Context: an optimization exercise on an open-source flow, tuned for small area and a short achievable clock period. The choices shown serve that exercise and are no tape-out recipe.
In this exercise RTL edits were held to simulation tests only and were not proved equivalent to the original.
No activity file was given, so power comes from the tool's default toggle rates.

File: design/flow/run.sh
#!/bin/bash
# synth_recipe.tcl (not shown) runs the flow's synth.tcl, then flattens the netlist and writes it again
# the make line also repeats each setting of config.mk as NAME=value (left out here)
make -C /OpenROAD-flow-scripts/flow DESIGN_CONFIG=/design/flow/config.mk WORK_HOME=/design/flow/orfs CLKGATE_MAP_FILE= SYNTH_SCRIPT=/design/flow/synth_recipe.tcl finish
File: design/flow/constraint.sdc
create_clock -name core_clock -period 8.0 [get_ports {clk}]
set_input_delay 1.6000 -clock core_clock [delete_from_list [all_inputs] [get_ports {clk}]]
set_output_delay 1.6000 -clock core_clock [all_outputs]
set_load 0.01 [all_outputs]
File: design/flow/design.v
/*verilator lint_off MULTITOP*/
module num_rpad #(
    parameter int IN_WIDTH  = 32,
    parameter int OUT_WIDTH = 32
) (
    input  logic [ IN_WIDTH-1:0] in,
    output logic [OUT_WIDTH-1:0] out
);
  localparam int EXTEND = OUT_WIDTH - IN_WIDTH;
  assign out = {in, {EXTEND{1'b0}}};
endmodule
module num_sneg #(
    parameter int WIDTH = 32
) (
    input  logic signed [WIDTH-1:0] in,
    output logic signed [WIDTH-1:0] out
);
  assign out = -in;
endmodule
module num_sabs #(
    parameter int WIDTH = 32
) (
    input  logic signed [WIDTH-1:0] in,
    output logic signed [WIDTH-1:0] out
);
  assign out = in[WIDTH-1] ? -in : in;
endmodule
module num_min #(
    parameter int WIDTH = 32
) (
    input  logic [WIDTH-1:0] left,
    input  logic [WIDTH-1:0] right,
    output logic [WIDTH-1:0] out
);
  assign out = (left < right) ? left : right;
endmodule
module num_max #(
    parameter int WIDTH = 32
) (
    input  logic [WIDTH-1:0] left,
    input  logic [WIDTH-1:0] right,
    output logic [WIDTH-1:0] out
);
  assign out = (left > right) ? left : right;
endmodule
module num_smin #(
    parameter int WIDTH = 32
) (
    input  logic signed [WIDTH-1:0] left,
    input  logic signed [WIDTH-1:0] right,
    output logic signed [WIDTH-1:0] out
);
  assign out = (left < right) ? left : right;
endmodule
module num_smax #(
    parameter int WIDTH = 32
) (
    input  logic signed [WIDTH-1:0] left,
    input  logic signed [WIDTH-1:0] right,
    output logic signed [WIDTH-1:0] out
);
  assign out = (left > right) ? left : right;
endmodule
module num_ssignbit #(
    parameter int WIDTH = 32
) (
    input logic signed [WIDTH-1:0] in,
    output logic out
);
  assign out = in[WIDTH-1];
endmodule
module num_sadd #(
    parameter int LEFT_WIDTH = 32,
    parameter int LEFT_LSB = 0,
    parameter int RIGHT_WIDTH = 32,
    parameter int RIGHT_LSB = 0,
    parameter int OUT_WIDTH = 33
) (
    input  logic signed [ LEFT_WIDTH-1:0] left,
    input  logic signed [RIGHT_WIDTH-1:0] right,
    output logic signed [  OUT_WIDTH-1:0] out
);
  logic signed [  LEFT_LSB+LEFT_WIDTH-1:0] left_aligned;
  logic signed [RIGHT_LSB+RIGHT_WIDTH-1:0] right_aligned;
  assign left_aligned = {left, {LEFT_LSB{1'b0}}};
  assign right_aligned = {right, {RIGHT_LSB{1'b0}}};
  assign out = left_aligned + right_aligned;
endmodule
module num_smul #(
    parameter int LEFT_WIDTH = 32,
    parameter int RIGHT_WIDTH = 32,
    parameter int OUT_WIDTH = 64,
    parameter int OUT_LSB = 0
) (
    input  logic signed [ LEFT_WIDTH-1:0] left,
    input  logic signed [RIGHT_WIDTH-1:0] right,
    input  logic                          go,
    input  logic                          reset,
    input  logic                          clk,
    output logic signed [  OUT_WIDTH-1:0] out,
    output logic                          done
);
  logic [1:0] done_buffer;
  assign done = done_buffer[1];
  logic signed [       LEFT_WIDTH-1:0] left_tmp;
  logic signed [      RIGHT_WIDTH-1:0] right_tmp;
  logic signed [OUT_LSB+OUT_WIDTH-1:0] out_tmp;
  assign out = out_tmp[OUT_LSB+OUT_WIDTH-1:OUT_LSB];
  always_ff @(posedge clk) begin
    if (go) begin
      done_buffer[0] <= 1;
      done_buffer[1] <= done_buffer[0];
    end else begin
      done_buffer <= 0;
    end
  end
  always_ff @(posedge clk) begin
    if (!reset && go) begin
      left_tmp  <= left;
      right_tmp <= right;
    end else begin
      left_tmp  <= 0;
      right_tmp <= 0;
    end
  end
  always_ff @(posedge clk) begin
    if (reset) begin
      out_tmp <= 0;
    end else if (go) begin
      out_tmp <= left_tmp * right_tmp;
    end else begin
      out_tmp <= out_tmp;
    end
  end
endmodule
module smul_q31 (
    input  logic        clk,
    input  logic        reset,
    input  logic        go,
    input  logic [31:0] left,
    input  logic [31:0] right,
    output logic [31:0] out,
    output logic        done
);
  logic d0, d1;               
  logic zero;                 
  logic [41:0] p1, p2;       
  logic pl;                   
  logic [40:0] a1, a2;       
  logic al;                   
  wire phase = d0;            
  wire load = d0 & ~d1;       
  assign done = d1;
  wire [16:0] bs = phase ? right[31:15] : {right[15:0], 1'b0};
  wire [10:0] plo = {1'b0, p1[9:0]} + {1'b0, p2[9:0]} + {10'd0, pl};
  wire [31:0] g1 = phase ? p1[41:10] : 32'd0;
  wire [31:0] g2 = phase ? p2[41:10] : 32'd0;
  wire gc = phase & plo[10];
  wire neg0, one0, two0;
  sq_benc e0 (.b(bs[2:0]), .neg(neg0), .one(one0), .two(two0));
  wire neg1, one1, two1;
  sq_benc e1 (.b(bs[4:2]), .neg(neg1), .one(one1), .two(two1));
  wire neg2, one2, two2;
  sq_benc e2 (.b(bs[6:4]), .neg(neg2), .one(one2), .two(two2));
  wire neg3, one3, two3;
  sq_benc e3 (.b(bs[8:6]), .neg(neg3), .one(one3), .two(two3));
  wire neg4, one4, two4;
  sq_benc e4 (.b(bs[10:8]), .neg(neg4), .one(one4), .two(two4));
  wire neg5, one5, two5;
  sq_benc e5 (.b(bs[12:10]), .neg(neg5), .one(one5), .two(two5));
  wire neg6, one6, two6;
  sq_benc e6 (.b(bs[14:12]), .neg(neg6), .one(one6), .two(two6));
  wire neg7, one7, two7;
  sq_benc e7 (.b(bs[16:14]), .neg(neg7), .one(one7), .two(two7));
  wire [32:0] pp0, q0;
  sq_bpp b0[32:0] (.x0({left[31], left}), .x1({left, 1'b0}), .neg(neg0), .one(one0), .two(two0), .p(q0));
  assign pp0 = {~q0[32], q0[31:0]};
  wire [32:0] pp1, q1;
  sq_bpp b1[32:0] (.x0({left[31], left}), .x1({left, 1'b0}), .neg(neg1), .one(one1), .two(two1), .p(q1));
  assign pp1 = {~q1[32], q1[31:0]};
  wire [32:0] pp2, q2;
  sq_bpp b2[32:0] (.x0({left[31], left}), .x1({left, 1'b0}), .neg(neg2), .one(one2), .two(two2), .p(q2));
  assign pp2 = {~q2[32], q2[31:0]};
  wire [32:0] pp3, q3;
  sq_bpp b3[32:0] (.x0({left[31], left}), .x1({left, 1'b0}), .neg(neg3), .one(one3), .two(two3), .p(q3));
  assign pp3 = {~q3[32], q3[31:0]};
  wire [32:0] pp4, q4;
  sq_bpp b4[32:0] (.x0({left[31], left}), .x1({left, 1'b0}), .neg(neg4), .one(one4), .two(two4), .p(q4));
  assign pp4 = {~q4[32], q4[31:0]};
  wire [32:0] pp5, q5;
  sq_bpp b5[32:0] (.x0({left[31], left}), .x1({left, 1'b0}), .neg(neg5), .one(one5), .two(two5), .p(q5));
  assign pp5 = {~q5[32], q5[31:0]};
  wire [32:0] pp6, q6;
  sq_bpp b6[32:0] (.x0({left[31], left}), .x1({left, 1'b0}), .neg(neg6), .one(one6), .two(two6), .p(q6));
  assign pp6 = {~q6[32], q6[31:0]};
  wire [32:0] pp7, q7;
  sq_bpp b7[32:0] (.x0({left[31], left}), .x1({left, 1'b0}), .neg(neg7), .one(one7), .two(two7), .p(q7));
  assign pp7 = {~q7[32], q7[31:0]};
  wire s1, c2;
  sq_fa f2 (.a(g1[0]), .b(g2[0]), .c(gc), .s(s1), .co(c2));
  wire s3, c4;
  sq_ha h4 (.a(s1), .b(neg0), .s(s3), .co(c4));
  wire s5, c6;
  sq_fa f6 (.a(g1[1]), .b(g2[1]), .c(c2), .s(s5), .co(c6));
  wire s7, c8;
  sq_ha h8 (.a(s5), .b(c4), .s(s7), .co(c8));
  wire s9, c10;
  sq_fa f10 (.a(g1[2]), .b(g2[2]), .c(neg1), .s(s9), .co(c10));
  wire s11, c12;
  sq_fa f12 (.a(c6), .b(pp0[2]), .c(pp1[0]), .s(s11), .co(c12));
  wire s13, c14;
  sq_ha h14 (.a(s9), .b(c8), .s(s13), .co(c14));
  wire s15, c16;
  sq_fa f16 (.a(g1[3]), .b(g2[3]), .c(pp0[3]), .s(s15), .co(c16));
  wire s17, c18;
  sq_fa f18 (.a(pp1[1]), .b(c10), .c(c12), .s(s17), .co(c18));
  wire s19, c20;
  sq_ha h20 (.a(c14), .b(s15), .s(s19), .co(c20));
  wire s21, c22;
  sq_fa f22 (.a(g1[4]), .b(g2[4]), .c(neg2), .s(s21), .co(c22));
  wire s23, c24;
  sq_fa f24 (.a(pp0[4]), .b(pp1[2]), .c(pp2[0]), .s(s23), .co(c24));
  wire s25, c26;
  sq_fa f26 (.a(s21), .b(c16), .c(s23), .s(s25), .co(c26));
  wire s27, c28;
  sq_ha h28 (.a(c20), .b(c18), .s(s27), .co(c28));
  wire s29, c30;
  sq_fa f30 (.a(g1[5]), .b(g2[5]), .c(pp0[5]), .s(s29), .co(c30));
  wire s31, c32;
  sq_fa f32 (.a(pp1[3]), .b(pp2[1]), .c(c22), .s(s31), .co(c32));
  wire s33, c34;
  sq_fa f34 (.a(c24), .b(s29), .c(s31), .s(s33), .co(c34));
  wire s35, c36;
  sq_ha h36 (.a(c26), .b(s33), .s(s35), .co(c36));
  wire s37, c38;
  sq_fa f38 (.a(g1[6]), .b(g2[6]), .c(neg3), .s(s37), .co(c38));
  wire s39, c40;
  sq_fa f40 (.a(pp0[6]), .b(pp1[4]), .c(pp2[2]), .s(s39), .co(c40));
  wire s41, c42;
  sq_fa f42 (.a(pp3[0]), .b(s37), .c(c30), .s(s41), .co(c42));
  wire s43, c44;
  sq_fa f44 (.a(s39), .b(c32), .c(s41), .s(s43), .co(c44));
  wire s45, c46;
  sq_ha h46 (.a(c34), .b(c36), .s(s45), .co(c46));
  wire s47, c48;
  sq_fa f48 (.a(g1[7]), .b(g2[7]), .c(pp0[7]), .s(s47), .co(c48));
  wire s49, c50;
  sq_fa f50 (.a(pp1[5]), .b(pp2[3]), .c(pp3[1]), .s(s49), .co(c50));
  wire s51, c52;
  sq_fa f52 (.a(c38), .b(c40), .c(s47), .s(s51), .co(c52));
  wire s53, c54;
  sq_fa f54 (.a(s49), .b(c42), .c(s51), .s(s53), .co(c54));
  wire s55, c56;
  sq_ha h56 (.a(c44), .b(s53), .s(s55), .co(c56));
  wire s57, c58;
  sq_fa f58 (.a(g1[8]), .b(g2[8]), .c(neg4), .s(s57), .co(c58));
  wire s59, c60;
  sq_fa f60 (.a(pp0[8]), .b(pp1[6]), .c(pp2[4]), .s(s59), .co(c60));
  wire s61, c62;
  sq_fa f62 (.a(pp3[2]), .b(pp4[0]), .c(s57), .s(s61), .co(c62));
  wire s63, c64;
  sq_fa f64 (.a(c48), .b(c50), .c(s59), .s(s63), .co(c64));
  wire s65, c66;
  sq_fa f66 (.a(s61), .b(c52), .c(s63), .s(s65), .co(c66));
  wire s67, c68;
  sq_ha h68 (.a(c54), .b(s65), .s(s67), .co(c68));
  wire s69, c70;
  sq_fa f70 (.a(g1[9]), .b(g2[9]), .c(pp0[9]), .s(s69), .co(c70));
  wire s71, c72;
  sq_fa f72 (.a(pp1[7]), .b(pp2[5]), .c(pp3[3]), .s(s71), .co(c72));
  wire s73, c74;
  sq_fa f74 (.a(pp4[1]), .b(c58), .c(c60), .s(s73), .co(c74));
  wire s75, c76;
  sq_fa f76 (.a(s69), .b(s71), .c(c62), .s(s75), .co(c76));
  wire s77, c78;
  sq_fa f78 (.a(c64), .b(s73), .c(s75), .s(s77), .co(c78));
  wire s79, c80;
  sq_ha h80 (.a(c66), .b(s77), .s(s79), .co(c80));
  wire s81, c82;
  sq_fa f82 (.a(g1[10]), .b(g2[10]), .c(neg5), .s(s81), .co(c82));
  wire s83, c84;
  sq_fa f84 (.a(pp0[10]), .b(pp1[8]), .c(pp2[6]), .s(s83), .co(c84));
  wire s85, c86;
  sq_fa f86 (.a(pp3[4]), .b(pp4[2]), .c(pp5[0]), .s(s85), .co(c86));
  wire s87, c88;
  sq_fa f88 (.a(s81), .b(c70), .c(c72), .s(s87), .co(c88));
  wire s89, c90;
  sq_fa f90 (.a(s83), .b(s85), .c(c74), .s(s89), .co(c90));
  wire s91, c92;
  sq_fa f92 (.a(s87), .b(c76), .c(s89), .s(s91), .co(c92));
  wire s93, c94;
  sq_ha h94 (.a(c78), .b(c80), .s(s93), .co(c94));
  wire s95, c96;
  sq_fa f96 (.a(g1[11]), .b(g2[11]), .c(pp0[11]), .s(s95), .co(c96));
  wire s97, c98;
  sq_fa f98 (.a(pp1[9]), .b(pp2[7]), .c(pp3[5]), .s(s97), .co(c98));
  wire s99, c100;
  sq_fa f100 (.a(pp4[3]), .b(pp5[1]), .c(c82), .s(s99), .co(c100));
  wire s101, c102;
  sq_fa f102 (.a(c84), .b(c86), .c(s95), .s(s101), .co(c102));
  wire s103, c104;
  sq_fa f104 (.a(s97), .b(s99), .c(c88), .s(s103), .co(c104));
  wire s105, c106;
  sq_fa f106 (.a(s101), .b(c90), .c(s103), .s(s105), .co(c106));
  wire s107, c108;
  sq_ha h108 (.a(c92), .b(s105), .s(s107), .co(c108));
  wire s109, c110;
  sq_fa f110 (.a(g1[12]), .b(g2[12]), .c(neg6), .s(s109), .co(c110));
  wire s111, c112;
  sq_fa f112 (.a(pp0[12]), .b(pp1[10]), .c(pp2[8]), .s(s111), .co(c112));
  wire s113, c114;
  sq_fa f114 (.a(pp3[6]), .b(pp4[4]), .c(pp5[2]), .s(s113), .co(c114));
  wire s115, c116;
  sq_fa f116 (.a(pp6[0]), .b(s109), .c(c96), .s(s115), .co(c116));
  wire s117, c118;
  sq_fa f118 (.a(c98), .b(s111), .c(s113), .s(s117), .co(c118));
  wire s119, c120;
  sq_fa f120 (.a(c100), .b(c102), .c(s115), .s(s119), .co(c120));
  wire s121, c122;
  sq_fa f122 (.a(s117), .b(c104), .c(s119), .s(s121), .co(c122));
  wire s123, c124;
  sq_ha h124 (.a(c106), .b(s121), .s(s123), .co(c124));
  wire s125, c126;
  sq_fa f126 (.a(g1[13]), .b(g2[13]), .c(pp0[13]), .s(s125), .co(c126));
  wire s127, c128;
  sq_fa f128 (.a(pp1[11]), .b(pp2[9]), .c(pp3[7]), .s(s127), .co(c128));
  wire s129, c130;
  sq_fa f130 (.a(pp4[5]), .b(pp5[3]), .c(pp6[1]), .s(s129), .co(c130));
  wire s131, c132;
  sq_fa f132 (.a(c110), .b(c112), .c(c114), .s(s131), .co(c132));
  wire s133, c134;
  sq_fa f134 (.a(s125), .b(s127), .c(s129), .s(s133), .co(c134));
  wire s135, c136;
  sq_fa f136 (.a(c116), .b(c118), .c(s131), .s(s135), .co(c136));
  wire s137, c138;
  sq_fa f138 (.a(s133), .b(c120), .c(s135), .s(s137), .co(c138));
  wire s139, c140;
  sq_ha h140 (.a(c122), .b(s137), .s(s139), .co(c140));
  wire s141, c142;
  sq_fa f142 (.a(g1[14]), .b(g2[14]), .c(neg7), .s(s141), .co(c142));
  wire s143, c144;
  sq_fa f144 (.a(pp0[14]), .b(pp1[12]), .c(pp2[10]), .s(s143), .co(c144));
  wire s145, c146;
  sq_fa f146 (.a(pp3[8]), .b(pp4[6]), .c(pp5[4]), .s(s145), .co(c146));
  wire s147, c148;
  sq_fa f148 (.a(pp6[2]), .b(pp7[0]), .c(s141), .s(s147), .co(c148));
  wire s149, c150;
  sq_fa f150 (.a(c126), .b(c128), .c(c130), .s(s149), .co(c150));
  wire s151, c152;
  sq_fa f152 (.a(s143), .b(s145), .c(s147), .s(s151), .co(c152));
  wire s153, c154;
  sq_fa f154 (.a(c132), .b(c134), .c(s149), .s(s153), .co(c154));
  wire s155, c156;
  sq_fa f156 (.a(s151), .b(c136), .c(s153), .s(s155), .co(c156));
  wire s157, c158;
  sq_ha h158 (.a(c138), .b(s155), .s(s157), .co(c158));
  wire s159, c160;
  sq_fa f160 (.a(g1[15]), .b(g2[15]), .c(pp0[15]), .s(s159), .co(c160));
  wire s161, c162;
  sq_fa f162 (.a(pp1[13]), .b(pp2[11]), .c(pp3[9]), .s(s161), .co(c162));
  wire s163, c164;
  sq_fa f164 (.a(pp4[7]), .b(pp5[5]), .c(pp6[3]), .s(s163), .co(c164));
  wire s165, c166;
  sq_fa f166 (.a(pp7[1]), .b(c142), .c(c144), .s(s165), .co(c166));
  wire s167, c168;
  sq_fa f168 (.a(c146), .b(s159), .c(s161), .s(s167), .co(c168));
  wire s169, c170;
  sq_fa f170 (.a(s163), .b(c148), .c(c150), .s(s169), .co(c170));
  wire s171, c172;
  sq_fa f172 (.a(s165), .b(s167), .c(c152), .s(s171), .co(c172));
  wire s173, c174;
  sq_fa f174 (.a(c154), .b(s169), .c(s171), .s(s173), .co(c174));
  wire s175, c176;
  sq_ha h176 (.a(c156), .b(s173), .s(s175), .co(c176));
  wire s177, c178;
  sq_fa f178 (.a(phase), .b(g1[16]), .c(g2[16]), .s(s177), .co(c178));
  wire s179, c180;
  sq_fa f180 (.a(s177), .b(pp0[16]), .c(pp1[14]), .s(s179), .co(c180));
  wire s181, c182;
  sq_fa f182 (.a(pp2[12]), .b(pp3[10]), .c(pp4[8]), .s(s181), .co(c182));
  wire s183, c184;
  sq_fa f184 (.a(pp5[6]), .b(pp6[4]), .c(pp7[2]), .s(s183), .co(c184));
  wire s185, c186;
  sq_fa f186 (.a(c160), .b(c162), .c(c164), .s(s185), .co(c186));
  wire s187, c188;
  sq_fa f188 (.a(s179), .b(s181), .c(s183), .s(s187), .co(c188));
  wire s189, c190;
  sq_fa f190 (.a(c166), .b(c168), .c(s185), .s(s189), .co(c190));
  wire s191, c192;
  sq_fa f192 (.a(s187), .b(c170), .c(s189), .s(s191), .co(c192));
  wire s193, c194;
  sq_fa f194 (.a(c172), .b(s191), .c(c174), .s(s193), .co(c194));
  wire s195, c196;
  sq_fa f196 (.a(phase), .b(g1[17]), .c(g2[17]), .s(s195), .co(c196));
  wire s197, c198;
  sq_fa f198 (.a(c178), .b(s195), .c(pp0[17]), .s(s197), .co(c198));
  wire s199, c200;
  sq_fa f200 (.a(pp1[15]), .b(pp2[13]), .c(pp3[11]), .s(s199), .co(c200));
  wire s201, c202;
  sq_fa f202 (.a(pp4[9]), .b(pp5[7]), .c(pp6[5]), .s(s201), .co(c202));
  wire s203, c204;
  sq_fa f204 (.a(pp7[3]), .b(c180), .c(c182), .s(s203), .co(c204));
  wire s205, c206;
  sq_fa f206 (.a(c184), .b(s197), .c(s199), .s(s205), .co(c206));
  wire s207, c208;
  sq_fa f208 (.a(s201), .b(c186), .c(c188), .s(s207), .co(c208));
  wire s209, c210;
  sq_fa f210 (.a(s203), .b(s205), .c(c190), .s(s209), .co(c210));
  wire s211, c212;
  sq_fa f212 (.a(s207), .b(s209), .c(c192), .s(s211), .co(c212));
  wire s213, c214;
  sq_fa f214 (.a(g1[18]), .b(g2[18]), .c(c196), .s(s213), .co(c214));
  wire s215, c216;
  sq_fa f216 (.a(s213), .b(pp0[18]), .c(pp1[16]), .s(s215), .co(c216));
  wire s217, c218;
  sq_fa f218 (.a(pp2[14]), .b(pp3[12]), .c(pp4[10]), .s(s217), .co(c218));
  wire s219, c220;
  sq_fa f220 (.a(pp5[8]), .b(pp6[6]), .c(pp7[4]), .s(s219), .co(c220));
  wire s221, c222;
  sq_fa f222 (.a(c198), .b(c200), .c(c202), .s(s221), .co(c222));
  wire s223, c224;
  sq_fa f224 (.a(s215), .b(s217), .c(s219), .s(s223), .co(c224));
  wire s225, c226;
  sq_fa f226 (.a(c204), .b(c206), .c(s221), .s(s225), .co(c226));
  wire s227, c228;
  sq_fa f228 (.a(s223), .b(c208), .c(s225), .s(s227), .co(c228));
  wire s229, c230;
  sq_ha h230 (.a(c210), .b(s227), .s(s229), .co(c230));
  wire s231, c232;
  sq_fa f232 (.a(phase), .b(g1[19]), .c(g2[19]), .s(s231), .co(c232));
  wire s233, c234;
  sq_fa f234 (.a(s231), .b(c214), .c(pp0[19]), .s(s233), .co(c234));
  wire s235, c236;
  sq_fa f236 (.a(pp1[17]), .b(pp2[15]), .c(pp3[13]), .s(s235), .co(c236));
  wire s237, c238;
  sq_fa f238 (.a(pp4[11]), .b(pp5[9]), .c(pp6[7]), .s(s237), .co(c238));
  wire s239, c240;
  sq_fa f240 (.a(pp7[5]), .b(c216), .c(c218), .s(s239), .co(c240));
  wire s241, c242;
  sq_fa f242 (.a(c220), .b(s233), .c(s235), .s(s241), .co(c242));
  wire s243, c244;
  sq_fa f244 (.a(s237), .b(c222), .c(c224), .s(s243), .co(c244));
  wire s245, c246;
  sq_fa f246 (.a(s239), .b(s241), .c(c226), .s(s245), .co(c246));
  wire s247, c248;
  sq_fa f248 (.a(s243), .b(s245), .c(c228), .s(s247), .co(c248));
  wire s249, c250;
  sq_fa f250 (.a(g1[20]), .b(g2[20]), .c(c232), .s(s249), .co(c250));
  wire s251, c252;
  sq_fa f252 (.a(s249), .b(pp0[20]), .c(pp1[18]), .s(s251), .co(c252));
  wire s253, c254;
  sq_fa f254 (.a(pp2[16]), .b(pp3[14]), .c(pp4[12]), .s(s253), .co(c254));
  wire s255, c256;
  sq_fa f256 (.a(pp5[10]), .b(pp6[8]), .c(pp7[6]), .s(s255), .co(c256));
  wire s257, c258;
  sq_fa f258 (.a(c234), .b(c236), .c(c238), .s(s257), .co(c258));
  wire s259, c260;
  sq_fa f260 (.a(s251), .b(s253), .c(s255), .s(s259), .co(c260));
  wire s261, c262;
  sq_fa f262 (.a(c240), .b(c242), .c(s257), .s(s261), .co(c262));
  wire s263, c264;
  sq_fa f264 (.a(s259), .b(c244), .c(s261), .s(s263), .co(c264));
  wire s265, c266;
  sq_ha h266 (.a(c246), .b(s263), .s(s265), .co(c266));
  wire s267, c268;
  sq_fa f268 (.a(phase), .b(g1[21]), .c(g2[21]), .s(s267), .co(c268));
  wire s269, c270;
  sq_fa f270 (.a(s267), .b(c250), .c(pp0[21]), .s(s269), .co(c270));
  wire s271, c272;
  sq_fa f272 (.a(pp1[19]), .b(pp2[17]), .c(pp3[15]), .s(s271), .co(c272));
  wire s273, c274;
  sq_fa f274 (.a(pp4[13]), .b(pp5[11]), .c(pp6[9]), .s(s273), .co(c274));
  wire s275, c276;
  sq_fa f276 (.a(pp7[7]), .b(c252), .c(c254), .s(s275), .co(c276));
  wire s277, c278;
  sq_fa f278 (.a(c256), .b(s269), .c(s271), .s(s277), .co(c278));
  wire s279, c280;
  sq_fa f280 (.a(s273), .b(c258), .c(c260), .s(s279), .co(c280));
  wire s281, c282;
  sq_fa f282 (.a(s275), .b(s277), .c(c262), .s(s281), .co(c282));
  wire s283, c284;
  sq_fa f284 (.a(s279), .b(s281), .c(c264), .s(s283), .co(c284));
  wire s285, c286;
  sq_fa f286 (.a(g1[22]), .b(g2[22]), .c(c268), .s(s285), .co(c286));
  wire s287, c288;
  sq_fa f288 (.a(s285), .b(pp0[22]), .c(pp1[20]), .s(s287), .co(c288));
  wire s289, c290;
  sq_fa f290 (.a(pp2[18]), .b(pp3[16]), .c(pp4[14]), .s(s289), .co(c290));
  wire s291, c292;
  sq_fa f292 (.a(pp5[12]), .b(pp6[10]), .c(pp7[8]), .s(s291), .co(c292));
  wire s293, c294;
  sq_fa f294 (.a(c270), .b(c272), .c(c274), .s(s293), .co(c294));
  wire s295, c296;
  sq_fa f296 (.a(s287), .b(s289), .c(s291), .s(s295), .co(c296));
  wire s297, c298;
  sq_fa f298 (.a(c276), .b(c278), .c(s293), .s(s297), .co(c298));
  wire s299, c300;
  sq_fa f300 (.a(s295), .b(c280), .c(s297), .s(s299), .co(c300));
  wire s301, c302;
  sq_ha h302 (.a(c282), .b(s299), .s(s301), .co(c302));
  wire s303, c304;
  sq_fa f304 (.a(phase), .b(g1[23]), .c(g2[23]), .s(s303), .co(c304));
  wire s305, c306;
  sq_fa f306 (.a(s303), .b(c286), .c(pp0[23]), .s(s305), .co(c306));
  wire s307, c308;
  sq_fa f308 (.a(pp1[21]), .b(pp2[19]), .c(pp3[17]), .s(s307), .co(c308));
  wire s309, c310;
  sq_fa f310 (.a(pp4[15]), .b(pp5[13]), .c(pp6[11]), .s(s309), .co(c310));
  wire s311, c312;
  sq_fa f312 (.a(pp7[9]), .b(c288), .c(c290), .s(s311), .co(c312));
  wire s313, c314;
  sq_fa f314 (.a(c292), .b(s305), .c(s307), .s(s313), .co(c314));
  wire s315, c316;
  sq_fa f316 (.a(s309), .b(c294), .c(c296), .s(s315), .co(c316));
  wire s317, c318;
  sq_fa f318 (.a(s311), .b(s313), .c(c298), .s(s317), .co(c318));
  wire s319, c320;
  sq_fa f320 (.a(s315), .b(s317), .c(c300), .s(s319), .co(c320));
  wire s321, c322;
  sq_fa f322 (.a(g1[24]), .b(g2[24]), .c(c304), .s(s321), .co(c322));
  wire s323, c324;
  sq_fa f324 (.a(s321), .b(pp0[24]), .c(pp1[22]), .s(s323), .co(c324));
  wire s325, c326;
  sq_fa f326 (.a(pp2[20]), .b(pp3[18]), .c(pp4[16]), .s(s325), .co(c326));
  wire s327, c328;
  sq_fa f328 (.a(pp5[14]), .b(pp6[12]), .c(pp7[10]), .s(s327), .co(c328));
  wire s329, c330;
  sq_fa f330 (.a(c306), .b(c308), .c(c310), .s(s329), .co(c330));
  wire s331, c332;
  sq_fa f332 (.a(s323), .b(s325), .c(s327), .s(s331), .co(c332));
  wire s333, c334;
  sq_fa f334 (.a(c312), .b(c314), .c(s329), .s(s333), .co(c334));
  wire s335, c336;
  sq_fa f336 (.a(s331), .b(c316), .c(s333), .s(s335), .co(c336));
  wire s337, c338;
  sq_ha h338 (.a(c318), .b(s335), .s(s337), .co(c338));
  wire s339, c340;
  sq_fa f340 (.a(phase), .b(g1[25]), .c(g2[25]), .s(s339), .co(c340));
  wire s341, c342;
  sq_fa f342 (.a(s339), .b(c322), .c(pp0[25]), .s(s341), .co(c342));
  wire s343, c344;
  sq_fa f344 (.a(pp1[23]), .b(pp2[21]), .c(pp3[19]), .s(s343), .co(c344));
  wire s345, c346;
  sq_fa f346 (.a(pp4[17]), .b(pp5[15]), .c(pp6[13]), .s(s345), .co(c346));
  wire s347, c348;
  sq_fa f348 (.a(pp7[11]), .b(c324), .c(c326), .s(s347), .co(c348));
  wire s349, c350;
  sq_fa f350 (.a(c328), .b(s341), .c(s343), .s(s349), .co(c350));
  wire s351, c352;
  sq_fa f352 (.a(s345), .b(c330), .c(c332), .s(s351), .co(c352));
  wire s353, c354;
  sq_fa f354 (.a(s347), .b(s349), .c(c334), .s(s353), .co(c354));
  wire s355, c356;
  sq_fa f356 (.a(s351), .b(s353), .c(c336), .s(s355), .co(c356));
  wire s357, c358;
  sq_fa f358 (.a(g1[26]), .b(g2[26]), .c(c340), .s(s357), .co(c358));
  wire s359, c360;
  sq_fa f360 (.a(s357), .b(pp0[26]), .c(pp1[24]), .s(s359), .co(c360));
  wire s361, c362;
  sq_fa f362 (.a(pp2[22]), .b(pp3[20]), .c(pp4[18]), .s(s361), .co(c362));
  wire s363, c364;
  sq_fa f364 (.a(pp5[16]), .b(pp6[14]), .c(pp7[12]), .s(s363), .co(c364));
  wire s365, c366;
  sq_fa f366 (.a(c342), .b(c344), .c(c346), .s(s365), .co(c366));
  wire s367, c368;
  sq_fa f368 (.a(s359), .b(s361), .c(s363), .s(s367), .co(c368));
  wire s369, c370;
  sq_fa f370 (.a(c348), .b(c350), .c(s365), .s(s369), .co(c370));
  wire s371, c372;
  sq_fa f372 (.a(s367), .b(c352), .c(s369), .s(s371), .co(c372));
  wire s373, c374;
  sq_ha h374 (.a(c354), .b(s371), .s(s373), .co(c374));
  wire s375, c376;
  sq_fa f376 (.a(phase), .b(g1[27]), .c(g2[27]), .s(s375), .co(c376));
  wire s377, c378;
  sq_fa f378 (.a(s375), .b(c358), .c(pp0[27]), .s(s377), .co(c378));
  wire s379, c380;
  sq_fa f380 (.a(pp1[25]), .b(pp2[23]), .c(pp3[21]), .s(s379), .co(c380));
  wire s381, c382;
  sq_fa f382 (.a(pp4[19]), .b(pp5[17]), .c(pp6[15]), .s(s381), .co(c382));
  wire s383, c384;
  sq_fa f384 (.a(pp7[13]), .b(c360), .c(c362), .s(s383), .co(c384));
  wire s385, c386;
  sq_fa f386 (.a(c364), .b(s377), .c(s379), .s(s385), .co(c386));
  wire s387, c388;
  sq_fa f388 (.a(s381), .b(c366), .c(c368), .s(s387), .co(c388));
  wire s389, c390;
  sq_fa f390 (.a(s383), .b(s385), .c(c370), .s(s389), .co(c390));
  wire s391, c392;
  sq_fa f392 (.a(s387), .b(s389), .c(c372), .s(s391), .co(c392));
  wire s393, c394;
  sq_fa f394 (.a(g1[28]), .b(g2[28]), .c(c376), .s(s393), .co(c394));
  wire s395, c396;
  sq_fa f396 (.a(s393), .b(pp0[28]), .c(pp1[26]), .s(s395), .co(c396));
  wire s397, c398;
  sq_fa f398 (.a(pp2[24]), .b(pp3[22]), .c(pp4[20]), .s(s397), .co(c398));
  wire s399, c400;
  sq_fa f400 (.a(pp5[18]), .b(pp6[16]), .c(pp7[14]), .s(s399), .co(c400));
  wire s401, c402;
  sq_fa f402 (.a(c378), .b(c380), .c(c382), .s(s401), .co(c402));
  wire s403, c404;
  sq_fa f404 (.a(s395), .b(s397), .c(s399), .s(s403), .co(c404));
  wire s405, c406;
  sq_fa f406 (.a(c384), .b(c386), .c(s401), .s(s405), .co(c406));
  wire s407, c408;
  sq_fa f408 (.a(s403), .b(c388), .c(s405), .s(s407), .co(c408));
  wire s409, c410;
  sq_ha h410 (.a(c390), .b(s407), .s(s409), .co(c410));
  wire s411, c412;
  sq_fa f412 (.a(phase), .b(g1[29]), .c(g2[29]), .s(s411), .co(c412));
  wire s413, c414;
  sq_fa f414 (.a(s411), .b(c394), .c(pp0[29]), .s(s413), .co(c414));
  wire s415, c416;
  sq_fa f416 (.a(pp1[27]), .b(pp2[25]), .c(pp3[23]), .s(s415), .co(c416));
  wire s417, c418;
  sq_fa f418 (.a(pp4[21]), .b(pp5[19]), .c(pp6[17]), .s(s417), .co(c418));
  wire s419, c420;
  sq_fa f420 (.a(pp7[15]), .b(c396), .c(c398), .s(s419), .co(c420));
  wire s421, c422;
  sq_fa f422 (.a(c400), .b(s413), .c(s415), .s(s421), .co(c422));
  wire s423, c424;
  sq_fa f424 (.a(s417), .b(c402), .c(c404), .s(s423), .co(c424));
  wire s425, c426;
  sq_fa f426 (.a(s419), .b(s421), .c(c406), .s(s425), .co(c426));
  wire s427, c428;
  sq_fa f428 (.a(s423), .b(s425), .c(c408), .s(s427), .co(c428));
  wire s429, c430;
  sq_fa f430 (.a(g1[30]), .b(g2[30]), .c(c412), .s(s429), .co(c430));
  wire s431, c432;
  sq_fa f432 (.a(s429), .b(pp0[30]), .c(pp1[28]), .s(s431), .co(c432));
  wire s433, c434;
  sq_fa f434 (.a(pp2[26]), .b(pp3[24]), .c(pp4[22]), .s(s433), .co(c434));
  wire s435, c436;
  sq_fa f436 (.a(pp5[20]), .b(pp6[18]), .c(pp7[16]), .s(s435), .co(c436));
  wire s437, c438;
  sq_fa f438 (.a(c414), .b(c416), .c(c418), .s(s437), .co(c438));
  wire s439, c440;
  sq_fa f440 (.a(s431), .b(s433), .c(s435), .s(s439), .co(c440));
  wire s441, c442;
  sq_fa f442 (.a(c420), .b(c422), .c(s437), .s(s441), .co(c442));
  wire s443, c444;
  sq_fa f444 (.a(s439), .b(c424), .c(s441), .s(s443), .co(c444));
  wire s445, c446;
  sq_ha h446 (.a(c426), .b(s443), .s(s445), .co(c446));
  wire s447, c448;
  sq_fa f448 (.a(phase), .b(g1[31]), .c(g2[31]), .s(s447), .co(c448));
  wire s449, c450;
  sq_fa f450 (.a(s447), .b(c430), .c(pp0[31]), .s(s449), .co(c450));
  wire s451, c452;
  sq_fa f452 (.a(pp1[29]), .b(pp2[27]), .c(pp3[25]), .s(s451), .co(c452));
  wire s453, c454;
  sq_fa f454 (.a(pp4[23]), .b(pp5[21]), .c(pp6[19]), .s(s453), .co(c454));
  wire s455, c456;
  sq_fa f456 (.a(pp7[17]), .b(c432), .c(c434), .s(s455), .co(c456));
  wire s457, c458;
  sq_fa f458 (.a(c436), .b(s449), .c(s451), .s(s457), .co(c458));
  wire s459, c460;
  sq_fa f460 (.a(s453), .b(c438), .c(c440), .s(s459), .co(c460));
  wire s461, c462;
  sq_fa f462 (.a(s455), .b(s457), .c(c442), .s(s461), .co(c462));
  wire s463, c464;
  sq_fa f464 (.a(s459), .b(s461), .c(c444), .s(s463), .co(c464));
  wire s465, c466;
  sq_fa f466 (.a(c448), .b(pp0[32]), .c(pp1[30]), .s(s465), .co(c466));
  wire s467, c468;
  sq_fa f468 (.a(pp2[28]), .b(pp3[26]), .c(pp4[24]), .s(s467), .co(c468));
  wire s469, c470;
  sq_fa f470 (.a(pp5[22]), .b(pp6[20]), .c(pp7[18]), .s(s469), .co(c470));
  wire s471, c472;
  sq_fa f472 (.a(c450), .b(c452), .c(c454), .s(s471), .co(c472));
  wire s473, c474;
  sq_fa f474 (.a(s465), .b(s467), .c(s469), .s(s473), .co(c474));
  wire s475, c476;
  sq_fa f476 (.a(c456), .b(c458), .c(s471), .s(s475), .co(c476));
  wire s477, c478;
  sq_fa f478 (.a(s473), .b(c460), .c(s475), .s(s477), .co(c478));
  wire s479, c480;
  sq_ha h480 (.a(c462), .b(s477), .s(s479), .co(c480));
  wire s481, c482;
  sq_fa f482 (.a(phase), .b(pp1[31]), .c(pp2[29]), .s(s481), .co(c482));
  wire s483, c484;
  sq_fa f484 (.a(pp3[27]), .b(pp4[25]), .c(pp5[23]), .s(s483), .co(c484));
  wire s485, c486;
  sq_fa f486 (.a(pp6[21]), .b(pp7[19]), .c(c466), .s(s485), .co(c486));
  wire s487, c488;
  sq_fa f488 (.a(c468), .b(c470), .c(s481), .s(s487), .co(c488));
  wire s489, c490;
  sq_fa f490 (.a(s483), .b(c472), .c(c474), .s(s489), .co(c490));
  wire s491, c492;
  sq_fa f492 (.a(s485), .b(s487), .c(c476), .s(s491), .co(c492));
  wire s493, c494;
  sq_fa f494 (.a(s489), .b(s491), .c(c478), .s(s493), .co(c494));
  wire s495, c496;
  sq_fa f496 (.a(pp1[32]), .b(pp2[30]), .c(pp3[28]), .s(s495), .co(c496));
  wire s497, c498;
  sq_fa f498 (.a(pp4[26]), .b(pp5[24]), .c(pp6[22]), .s(s497), .co(c498));
  wire s499, c500;
  sq_fa f500 (.a(pp7[20]), .b(c482), .c(c484), .s(s499), .co(c500));
  wire s501, c502;
  sq_fa f502 (.a(s495), .b(s497), .c(c486), .s(s501), .co(c502));
  wire s503, c504;
  sq_fa f504 (.a(c488), .b(s499), .c(c490), .s(s503), .co(c504));
  wire s505, c506;
  sq_fa f506 (.a(s501), .b(c492), .c(s503), .s(s505), .co(c506));
  wire s507, c508;
  sq_fa f508 (.a(phase), .b(pp2[31]), .c(pp3[29]), .s(s507), .co(c508));
  wire s509, c510;
  sq_fa f510 (.a(pp4[27]), .b(pp5[25]), .c(pp6[23]), .s(s509), .co(c510));
  wire s511, c512;
  sq_fa f512 (.a(pp7[21]), .b(c496), .c(c498), .s(s511), .co(c512));
  wire s513, c514;
  sq_fa f514 (.a(s507), .b(s509), .c(c500), .s(s513), .co(c514));
  wire s515, c516;
  sq_fa f516 (.a(s511), .b(c502), .c(s513), .s(s515), .co(c516));
  wire s517, c518;
  sq_ha h518 (.a(c504), .b(s515), .s(s517), .co(c518));
  wire s519, c520;
  sq_fa f520 (.a(pp2[32]), .b(pp3[30]), .c(pp4[28]), .s(s519), .co(c520));
  wire s521, c522;
  sq_fa f522 (.a(pp5[26]), .b(pp6[24]), .c(pp7[22]), .s(s521), .co(c522));
  wire s523, c524;
  sq_fa f524 (.a(c508), .b(c510), .c(s519), .s(s523), .co(c524));
  wire s525, c526;
  sq_fa f526 (.a(s521), .b(c512), .c(s523), .s(s525), .co(c526));
  wire s527, c528;
  sq_fa f528 (.a(c514), .b(s525), .c(c516), .s(s527), .co(c528));
  wire s529, c530;
  sq_fa f530 (.a(phase), .b(pp3[31]), .c(pp4[29]), .s(s529), .co(c530));
  wire s531, c532;
  sq_fa f532 (.a(pp5[27]), .b(pp6[25]), .c(pp7[23]), .s(s531), .co(c532));
  wire s533, c534;
  sq_fa f534 (.a(c520), .b(c522), .c(s529), .s(s533), .co(c534));
  wire s535, c536;
  sq_fa f536 (.a(s531), .b(c524), .c(s533), .s(s535), .co(c536));
  wire s537, c538;
  sq_ha h538 (.a(c526), .b(s535), .s(s537), .co(c538));
  wire s539, c540;
  sq_fa f540 (.a(pp3[32]), .b(pp4[30]), .c(pp5[28]), .s(s539), .co(c540));
  wire s541, c542;
  sq_fa f542 (.a(pp6[26]), .b(pp7[24]), .c(c530), .s(s541), .co(c542));
  wire s543, c544;
  sq_fa f544 (.a(c532), .b(s539), .c(c534), .s(s543), .co(c544));
  wire s545, c546;
  sq_fa f546 (.a(s541), .b(c536), .c(s543), .s(s545), .co(c546));
  wire s547, c548;
  sq_fa f548 (.a(phase), .b(pp4[31]), .c(pp5[29]), .s(s547), .co(c548));
  wire s549, c550;
  sq_fa f550 (.a(pp6[27]), .b(pp7[25]), .c(c540), .s(s549), .co(c550));
  wire s551, c552;
  sq_fa f552 (.a(s547), .b(c542), .c(s549), .s(s551), .co(c552));
  wire s553, c554;
  sq_ha h554 (.a(c544), .b(s551), .s(s553), .co(c554));
  wire s555, c556;
  sq_fa f556 (.a(pp4[32]), .b(pp5[30]), .c(pp6[28]), .s(s555), .co(c556));
  wire s557, c558;
  sq_fa f558 (.a(pp7[26]), .b(c548), .c(s555), .s(s557), .co(c558));
  wire s559, c560;
  sq_fa f560 (.a(c550), .b(s557), .c(c552), .s(s559), .co(c560));
  wire s561, c562;
  sq_fa f562 (.a(phase), .b(pp5[31]), .c(pp6[29]), .s(s561), .co(c562));
  wire s563, c564;
  sq_fa f564 (.a(pp7[27]), .b(c556), .c(s561), .s(s563), .co(c564));
  wire s565, c566;
  sq_ha h566 (.a(c558), .b(s563), .s(s565), .co(c566));
  wire s567, c568;
  sq_fa f568 (.a(pp5[32]), .b(pp6[30]), .c(pp7[28]), .s(s567), .co(c568));
  wire s569, c570;
  sq_fa f570 (.a(c562), .b(s567), .c(c564), .s(s569), .co(c570));
  wire s571, c572;
  sq_fa f572 (.a(phase), .b(pp6[31]), .c(pp7[29]), .s(s571), .co(c572));
  wire s573, c574;
  sq_ha h574 (.a(c568), .b(s571), .s(s573), .co(c574));
  wire s575, c576;
  sq_fa f576 (.a(pp6[32]), .b(pp7[30]), .c(c572), .s(s575), .co(c576));
  wire s577, c578;
  sq_ha h578 (.a(phase), .b(pp7[31]), .s(s577), .co(c578));
  wire [47:0] v1 = {1'b0, pp7[32], s577, c574, s573, c566, s565, c554, s553, c538, s537, c518, s517, c494, c480, s479, c446, s445, c410, s409, c374, s373, c338, s337, c302, s301, c266, s265, c230, s229, s211, c176, c158, c140, c124, c108, c94, s91, c68, c56, c46, s43, c28, s25, s19, s11, pp0[1], s3};
  wire [47:0] v2 = {1'b0, c578, c576, s575, c570, s569, c560, s559, c546, s545, c528, s527, c506, s505, s493, c464, s463, c428, s427, c392, s391, c356, s355, c320, s319, c284, s283, c248, s247, c212, c194, s193, s175, s157, s139, s123, s107, s93, s79, s67, s55, s45, s35, s27, s17, s13, s7, pp0[0]};
  wire [6:0] c1lo = {1'b0, v1[5:0]} + {1'b0, v2[5:0]};
  wire [6:0] c2lo = {1'b0, v1[5:0]} + {1'b0, v2[5:0]};
  always_ff @(posedge clk) begin
    d0 <= go;
    d1 <= go & d0;
    p1 <= v1[47:6];
    p2 <= v2[47:6];
    pl <= c1lo[6];
    if (reset) zero <= 1'b1;
    else if (load) zero <= 1'b0;
    if (load) begin
      a1 <= v1[46:6];
      a2 <= v2[46:6];
      al <= c2lo[6];
    end
  end
  wire [40:0] res = a1 + a2 + {40'd0, al};
  assign out = zero ? 32'd0 : res[40:9];
endmodule
module sq_benc (
    input  logic [2:0] b,
    output logic       neg,
    output logic       one,
    output logic       two
);
  assign neg = b[2];
  assign one = b[1] ^ b[0];
  assign two = (b[2] & ~b[1] & ~b[0]) | (~b[2] & b[1] & b[0]);
endmodule
module sq_bpp (
    input  logic x0,
    input  logic x1,
    input  logic neg,
    input  logic one,
    input  logic two,
    output logic p
);
  assign p = ((one & x0) | (two & x1)) ^ neg;
endmodule
module sq_fa (
    input  logic a,
    input  logic b,
    input  logic c,
    output logic s,
    output logic co
);
  assign s = a ^ b ^ c;
  assign co = (a & b) | (a & c) | (b & c);
endmodule
module sq_ha (
    input  logic a,
    input  logic b,
    output logic s,
    output logic co
);
  assign s = a ^ b;
  assign co = a & b;
endmodule
File: design/flow/config.mk
export PLATFORM = sky130hd
export DESIGN_NAME = smul_q31
export DESIGN_NICKNAME = smul_q31
export VERILOG_FILES = /design/flow/design.v
export SDC_FILE = /design/flow/constraint.sdc
export NUM_CORES = 4
export LEC_CHECK = 0
export CAP_MARGIN = 20
export CORE_MARGIN = 2
export CORE_UTILIZATION = 45
export SETUP_SLACK_MARGIN = 4.0
export SLEW_MARGIN = 20
export SYNTH_HIERARCHICAL = 1
export SYNTH_MINIMUM_KEEP_SIZE = 0
==> results.sh, run 1 <==
export IMPL_finalClockSkew_ns=0.01487
export IMPL_setup_slack_ns=2.878
export IMPL_synth_area_mm2=0.01900
export IMPL_critPathArrivalTime_ns=5.27
export IMPL_drtPass1Iterations=6
export IMPL_grtUsageTotal_pct=32.15
export IMPL_cap_viol_max_count=0
export IMPL_synthCells=1503
export IMPL_drive_gt1_share_pct=57.17
export IMPL_dp_hpwl_mm=41.54
export IMPL_dr_max_layer_used="met4"
export IMPL_synth_edf_count=83
export IMPL_hold_viol=0
export IMPL_synth_distinct_cells=61
export IMPL_rows=75
export IMPL_wirelength_mm=69.49
export IMPL_drv_slew=0
export IMPL_pwr_density_cell_mw_per_mm2=591.7
export IMPL_numCtsBuffers=17
export IMPL_drt_iter0_markers=1286
export IMPL_ys_seq_elements=169
export IMPL_endpoint_kind="register"
export IMPL_area_delta_synth_final_pct=42.42
export IMPL_hold_path_class="register to register"
export IMPL_start_util_pct=45.39
export IMPL_dp_cells=2154
export IMPL_grt_pass1_vias=15400
export IMPL_postCtsHoldBufs=0
export IMPL_min_period_over_period_pct=64.02
export IMPL_worstSetupPathType="input port to register"
export IMPL_r2r_cells=13
export IMPL_cts_sinks=169
export IMPL_required_ns=8.15
export IMPL_leakagePower_nw=9.975
export IMPL_yosysWarningCount=7
export IMPL_post_route_min_period_ns=5.122
export IMPL_status="no timing/DRC/antenna violations"
export IMPL_wl_per_cell_um=28.76
export IMPL_placement_io_buffers=99
export IMPL_vias=14690
export IMPL_ant_nets=0
export IMPL_cts_max_path_buffers=2
export IMPL_reg2reg_to="a2[27]$_DFFE_PP_"
export IMPL_path_buf_inv=4
export IMPL_setup_tns_ns=0
export IMPL_grt_max_degree=77
export IMPL_dieHeight_um=209.5
export IMPL_regArea_mm2=0.004219
export IMPL_num_nets_final=2275
export IMPL_worst_slew_pin_slew_ns=1.102
export IMPL_crit_path_cell_trace="buf_6 > mux2_4 > buf_12 > xor2_4 > buf_12 > buf_12 > a22oi_2 > xnor2_2 > fa_2 > fa_2 > fa_2 > fa_1 > fa_2"
export IMPL_place_gp_congestion=0.8727
export IMPL_antenna_found_initial=0
export IMPL_dp_slack_ns=1.107
export IMPL_io_pins=100
export IMPL_synth_seq_area_share_pct=22.18
export IMPL_synth_area_leaders="fa_1 27%, a22oi_2 17%, edfxtp_1 13%"
export IMPL_grt_pass1_wl_mm=103.2
export IMPL_vias_per_cell=6.082
export IMPL_cp_slowest_stage_delay_ns=0.54
export IMPL_drt_met1_wl_mm=28.74
export IMPL_async_flop_share_pct=0
export IMPL_rsz0062_at_grt="yes"
export IMPL_timing_fmax_mhz=195.2
export IMPL_slew_headroom_pct=26.53
export IMPL_ir_drop_mv=0.4158
export IMPL_cts_tree="done"
export IMPL_setup_viol=0
export IMPL_design_core_area_mm2=0.04185
export IMPL_critPathSlowestCell="fa_1"
export IMPL_synthDominantCellAreaShare_pct=27.29
export IMPL_r2r_start="d0$_DFF_P_"
export IMPL_routed_wl_met3_mm=6.335
export IMPL_worst_r2r_setup_slack_ns=3.07
export IMPL_syn_avg_cell_area_um2=12.64
export IMPL_drc=0
export IMPL_cpMostUsedCell="fa_2"
export IMPL_nFillCells=3084
export IMPL_insertion_delay_ns=0.43
export IMPL_die_x_um=209.5
export IMPL_h_tree_depth=4
export IMPL_antenna_diode_count=0
export IMPL_yosysTopAreaCell="fa_1"
export IMPL_min_path_cells=1
export IMPL_holdCritStartpoint="d1$_DFF_P_"
export IMPL_wl_met2_mm=29.93
export IMPL_clkTransAtPathRegs_ns=0.07
export IMPL_cts_root_buf="clkbuf_16"
export IMPL_grt_ovfl_total=0
export IMPL_critical_path_peak_fanout=5
export IMPL_worstSetupStartpointType="input port"
export IMPL_fin_cells=2416
export IMPL_multi_input_area_mm2=0.01746
export IMPL_critical_path_top_delay_family="adder cells"
export IMPL_dieArea_mm2=0.04388
export IMPL_whs_endpoint="a1[38]$_DFFE_PP_"
export IMPL_finalPower_mw=16.01
export IMPL_ys_flop_type="dfxtp_1"
## layout by cell type, fill, tap and decap left out, drive strengths merged, types with 49 or more instances in the layout
cell type | Yosys | routed
dfxtp | 86 | 86
xnor2 | 280 | 280
ha | 85 | 85
nor2 | 50 | 50
fa | 259 | 259
nand2 | 49 | 49
a22oi | 265 | 265
and2 | 66 | 66
edfxtp | 83 | 83
buf | 12 | 305
## stage by stage
stage	util (%)	cell area [um2]	hold slack, ns
floorplan	-	19960	0.8161
global route	64.65	27060	0.6453
finish	64.65	27060	0.6336
CTS	63.26	26480	0.6389
detailed placement	51.98	21760	0.6255
global placement	51.98	21760	0.6186
## cell usage after synthesis, types with 2 or more instances
cell,number
nor3_1,6
buf_4,8
o22ai_2,8
o21bai_1,4
buf_2,4
and2_1,66
a31oi_1,4
mux2_1,2
mux2_2,17
nor4_1,4
nor2_1,50
a21oi_2,5
a21oi_1,42
and3_1,2
dfxtp_1,86
nand3_1,4
edfxtp_1,83
a211oi_1,6
xnor2_1,280
nor3b_1,2
o31a_1,2
fa_1,259
xor2_1,18
o21ai_0,19
a22oi_2,264
nand4_1,9
o21a_1,4
nand2b_1,9
a21o_1,32
inv_1,16
nor2b_1,6
o41ai_2,2
or4_1,2
nand2_1,49
o21ai_1,2
clkbuf_1,16
ha_1,85
o31ai_1,3
## flip-flops by register name, indices dropped and copies added, names as in the netlist
name,count
d1,1
d0,1
p1,41
a1,41
al,1
pl,1
zero,1
a2,41
p2,41
## where the power goes
| part | leakage [nW] | internal, mW | switching [mW] |
|---|---|---|---|
| sequential | 1.52 | 2.16 | 0.200 |
| combinational | 8.17 | 6.35 | 6.50 |
| clock | 0.283 | 0.429 | 0.372 |
## metal layers
metal	vias up	track usage (%)
met2	784	48.31
met5	-	0
met3	257	7.931
met4	0	15.53
li1	6223	-
met1	7430	43.76
## area by class of cell
type,count,area share (%)
clock buffer,19,1.674
multi-input combinational,1317,64.54
timing repair buffer,343,15.04
inverter,16,0.2220
sequential,169,15.59
clock inverter,13,0.4347
tap,539,2.493
## per-module statistics from Yosys, one instance, submodules excluded
module / cell area, um2 / cells / times used
sq_fa: 20.02 / 1 / 259
sq_ha: 12.51 / 1 / 30
sq_bpp: 21.27 / 2 / 264
smul_q31: 7511 / 646 / 1
sq_benc: 38.79 / 5 / 8
## worst max path at each step
stage / from / end / depth (start not counted)
floorplan: right[5] / a2[10]$_DFFE_PP_ / 9
global placement: right[1] / a2[10]$_DFFE_PP_ / 12
detailed placement: right[23] / a2[28]$_DFFE_PP_ / 12
CTS: right[6] / a2[10]$_DFFE_PP_ / 13
global route: right[2] / a2[10]$_DFFE_PP_ / 13
finish: right[2] / a2[15]$_DFFE_PP_ / 13
## timing repair
| action | in CTS | in global routing |
|---|---|---|
| gates resized for setup | 706 | 89 |
| setup endpoints to repair | 198 | 189 |
| cloned | 36 | 1 |
| pin swaps | 231 | 111 |
| setup buffers | 176 | 17 |
## logic make-up (layout without fill, tap and decap cells)
logic type | after synthesis | count (layout) | share of synthesized area (%)
AO/OA/AOI/OAI | 415 | 418 | 23.28
buffers and inverters | 45 | 391 | 1.080
XOR/XNOR | 298 | 300 | 13.74
adder cells (fa/ha/maj) | 344 | 344 | 32.89
AND/OR/NAND/NOR | 211 | 211 | 5.605
flip-flops | 169 | 169 | 22.18
multiplexers | 20 | 34 | 1.205
other | 1 | 10 | 0.01974
## worst reg2reg max path, delay by kind of cell, from the launching register on
family          cells  cell delay (ns)
compound gates      2             0.33
xor+xnor            1             0.20
fa+ha+maj           5             2.25
buf+inv             3             0.67
flops               1             0.63
mux                 1             0.41
simple gates        1             0.15
==> inputs of run 2 (changes only) <==
--- a/design/flow/config.mk
+++ b/design/flow/config.mk
@@ -8,7 +8,7 @@
 export CAP_MARGIN = 20
 export CORE_MARGIN = 2
 export CORE_UTILIZATION = 45
-export SETUP_SLACK_MARGIN = 4.0
+export SETUP_SLACK_MARGIN = 2.5
 export SLEW_MARGIN = 20
 export SYNTH_HIERARCHICAL = 1
 export SYNTH_MINIMUM_KEEP_SIZE = 0
==> results.sh, run 2 <==
export IMPL_grt_pass1_wl_mm=91.50
export IMPL_hold_viol=0
export IMPL_synth_seq_area_share_pct=22.18
export IMPL_muxShareOfSynthArea_pct=1.205
export IMPL_ant_nets=0
export IMPL_clkTransAtPathRegs_ns=0.06
export IMPL_holdCritStartpoint="d1$_DFF_P_"
export IMPL_cts_root_buf="clkbuf_16"
export IMPL_post_route_min_period_ns=5.497
export IMPL_dieHeight_um=209.5
export IMPL_antenna_diode_count=0
export IMPL_io_pins=100
export IMPL_dp_slack_ns=1.022
export IMPL_worstSetupPathType="input port to register"
export IMPL_critical_path_peak_fanout=17
export IMPL_setup_viol=0
export IMPL_layout_common_cells="264 x a22oi_2, 248 x xnor2_1, 185 x fa_1, 84 x ha_1, 84 x dfxtp_1"
export IMPL_area_delta_synth_final_pct=24.10
export IMPL_leakagePower_nw=8.461
export IMPL_drtPass1Iterations=7
export IMPL_synth_adder_area_share_pct=32.89
export IMPL_syn_avg_cell_area_um2=12.64
export IMPL_drc=0
export IMPL_place_gp_congestion=0.8672
export IMPL_grt_pass1_vias=13970
export IMPL_synth_compound_area_share_pct=23.28
export IMPL_worst_slew_pin_slew_ns=1.179
export IMPL_synth_area_leaders="fa_1 27%, a22oi_2 17%, edfxtp_1 13%"
export IMPL_postCtsHoldBufs=0
export IMPL_setup_slack_ns=2.503
export IMPL_ir_drop_mv=0.3485
export IMPL_start_util_pct=45.39
export IMPL_finalClockSkew_ns=0.008999
export IMPL_async_flop_share_pct=0
export IMPL_finalPower_mw=13.12
export IMPL_cap_viol_max_count=0
export IMPL_final_common_cell="a22oi_2"
export IMPL_min_period_over_period_pct=68.72
export IMPL_grt_ovfl_total=0
export IMPL_rsz0062_at_grt="yes"
export IMPL_slew_headroom_pct=21.17
export IMPL_die_x_um=209.5
export IMPL_synth_edf_count=83
export IMPL_vias=13470
export IMPL_cts_max_path_buffers=2
export IMPL_r2r_start="d0$_DFF_P_"
export IMPL_design_core_area_mm2=0.04185
export IMPL_pwr_density_cell_mw_per_mm2=556.6
export IMPL_synthXorXnorAreaFrac_pct=13.74
export IMPL_antenna_found_initial=0
export IMPL_synth_top_family_by_area="adder cells"
export IMPL_fin_worst_hold_slack_ns=0.6406
export IMPL_drive_gt1_share_pct=34.69
export IMPL_ys_seq_elements=169
export IMPL_synthTopCellsByCount="280 x xnor2_1, 264 x a22oi_2, 259 x fa_1"
export IMPL_drv_slew=0
export IMPL_hold_path_class="register to register"
export IMPL_num_nets_final=2142
export IMPL_grt_max_degree=77
export IMPL_rows=75
export IMPL_required_ns=8.17
export IMPL_yosysTopAreaCell="fa_1"
export IMPL_insertion_delay_ns=0.43
export IMPL_wirelength_mm=61.12
export IMPL_cts_tree="done"
export IMPL_nFillCells=3470
export IMPL_worst_r2r_setup_slack_ns=3.04
export IMPL_dp_hpwl_mm=40.69
export IMPL_wl_per_cell_um=26.77
export IMPL_critPathArrivalTime_ns=5.67
export IMPL_worstSetupStartpointType="input port"
export IMPL_synth_area_mm2=0.01900
export IMPL_vias_per_cell=5.898
export IMPL_grtUsageTotal_pct=28.12
export IMPL_synthCells=1503
export IMPL_r2r_cells=9
export IMPL_synthSimpleGateAreaFrac_pct=5.605
export IMPL_h_tree_depth=4
export IMPL_endpoint_kind="register"
export IMPL_cts_sinks=169
export IMPL_drt_iter0_markers=1191
export IMPL_yosys_cell_count_top_type="xnor2_1"
export IMPL_placement_io_buffers=99
export IMPL_whs_endpoint="a1[40]$_DFFE_PP_"
export IMPL_numCtsBuffers=17
export IMPL_timing_fmax_mhz=181.9
export IMPL_dieArea_mm2=0.04388
export IMPL_reg2reg_to="a2[19]$_DFFE_PP_"
export IMPL_min_path_cells=1
export IMPL_yosysWarningCount=7
export IMPL_ys_flop_type="dfxtp_1"
export IMPL_status="no timing/DRC/antenna violations"
export IMPL_synthDominantCellAreaShare_pct=27.29
export IMPL_setup_tns_ns=0
export IMPL_synth_distinct_cells=61
run 2: cell counts after synthesis:
Identical to the previous run, type by type.
run 2: cells by family after synthesis:
group / Yosys count
xor+xnor: 298
mux: 20
buf+inv: 45
fa+ha+maj: 344
other cells: 1
simple gates: 211
compound gates: 415
flops: 169
run 2: modules after synthesis (local to each module, per instance):
module / flops+latches / area, um2 / times used
sq_bpp: 0 / 21.27 / 264
sq_ha: 0 / 12.51 / 30
smul_q31: 169 / 7511 / 1
sq_fa: 0 / 20.02 / 259
sq_benc: 0 / 38.79 / 8
run 2: per-stage QoR:
step / cell area (um2) / util (%) / std cells
finish: 23580 / 56.33 / 2283
global route: 23580 / 56.33 / 2283
CTS: 22990 / 54.92 / 2257
detailed placement: 21340 / 50.99 / 2158
global placement: 21350 / 51.00 / 2158
floorplan: 19540 / - / 1512
run 2: repair_timing:
action / 4_1_cts / 5_1_grt
gates cloned: 22 / 4
pin swaps: 18 / 14
setup endpoints to repair: 146 / 45
setup buffers: 45 / 22
resized for setup: 57 / 50
run 2: area by class of cell:
type | instances | area (um2) | share of cell area (%)
multi-input combinational | 1320 | 15880 | 67.36
sequential | 169 | 4219 | 17.90
timing repair buffer | 207 | 2152 | 9.129
tap | 539 | 674.4 | 2.861
clock buffer | 21 | 481.7 | 2.043
clock inverter | 11 | 107.6 | 0.4564
inverter | 16 | 60.06 | 0.2548
run 2: how the worst max path moves through the flow:
stage,cells past startpoint,to,startpoint
detailed placement,12,a2[7]$_DFFE_PP_,right[1]
finish,13,a2[21]$_DFFE_PP_,right[29]
global route,8,a2[19]$_DFFE_PP_,left[15]
global placement,12,a2[10]$_DFFE_PP_,right[3]
CTS,13,a2[28]$_DFFE_PP_,right[24]
floorplan,9,a2[10]$_DFFE_PP_,right[5]
run 2: critical path, stage by stage:
cell and delay [ns]:
dlygate4sd2_1 0.46, mux2_8 0.36, nand2b_4 0.07, o22ai_4 0.19, buf_12 0.15, buf_12 0.18, a22oi_2 0.08, xnor2_1 0.20
fa_1 0.50, fa_1 0.49, fa_2 0.37, fa_1 0.55, fa_2 0.45
run 2: per-layer routing:
layer	vias up	part of all wire, %	global-route usage, %
li1	5931	-	-
met1	6848	45	40.83
met2	572	44	43.13
met3	114	8.2	5.985
met4	0	3.0	6.872
met5	-	0	0
run 2: where the power goes:
part | internal (mW) | leakage (nW) | switching (mW) | total [mW]
Sequential | 2.15 | 1.52 | 0.142 | 2.29
Clock | 0.467 | 0.286 | 0.348 | 0.815
Combinational | 4.49 | 6.66 | 5.52 | 10.0
Total | 7.11 | 8.46 | 6.01 | 13.1

==> what the ideal ports hide <==
The results above use ideal ports. As a check the final layouts listed here were re-extracted and re-timed, cells and wires unchanged.
Step 1 sets driving cells, clkbuf_16 on the clock port and buf_2 on the other inputs (assumed; they add their load-dependent delay and slew).
Step 2 times the ports against the registers' clock, not the clock port: input delays grow and output delays shrink by t, the midpoint of the rising clock arrivals with the driver on.
Slacks: ideal ports / drivers / drivers and shift; pairs: ideal ports / drivers.
run	shift t [ns]	setup WS [ns]	worst setup path at the end	worst data-port slew with drivers (ns)	pins driven straight from the clock port
run 1	0.478	2.878 / 2.894 / 2.416	input to register	0.07	1
run 2	0.483	2.503 / 2.539 / 2.055	input to register	0.04	1
After both steps every run listed still meets setup and hold. For run 1, which loses most, drivers alone change the setup slack by +0.016 ns; drivers and shift together by -0.462 ns.
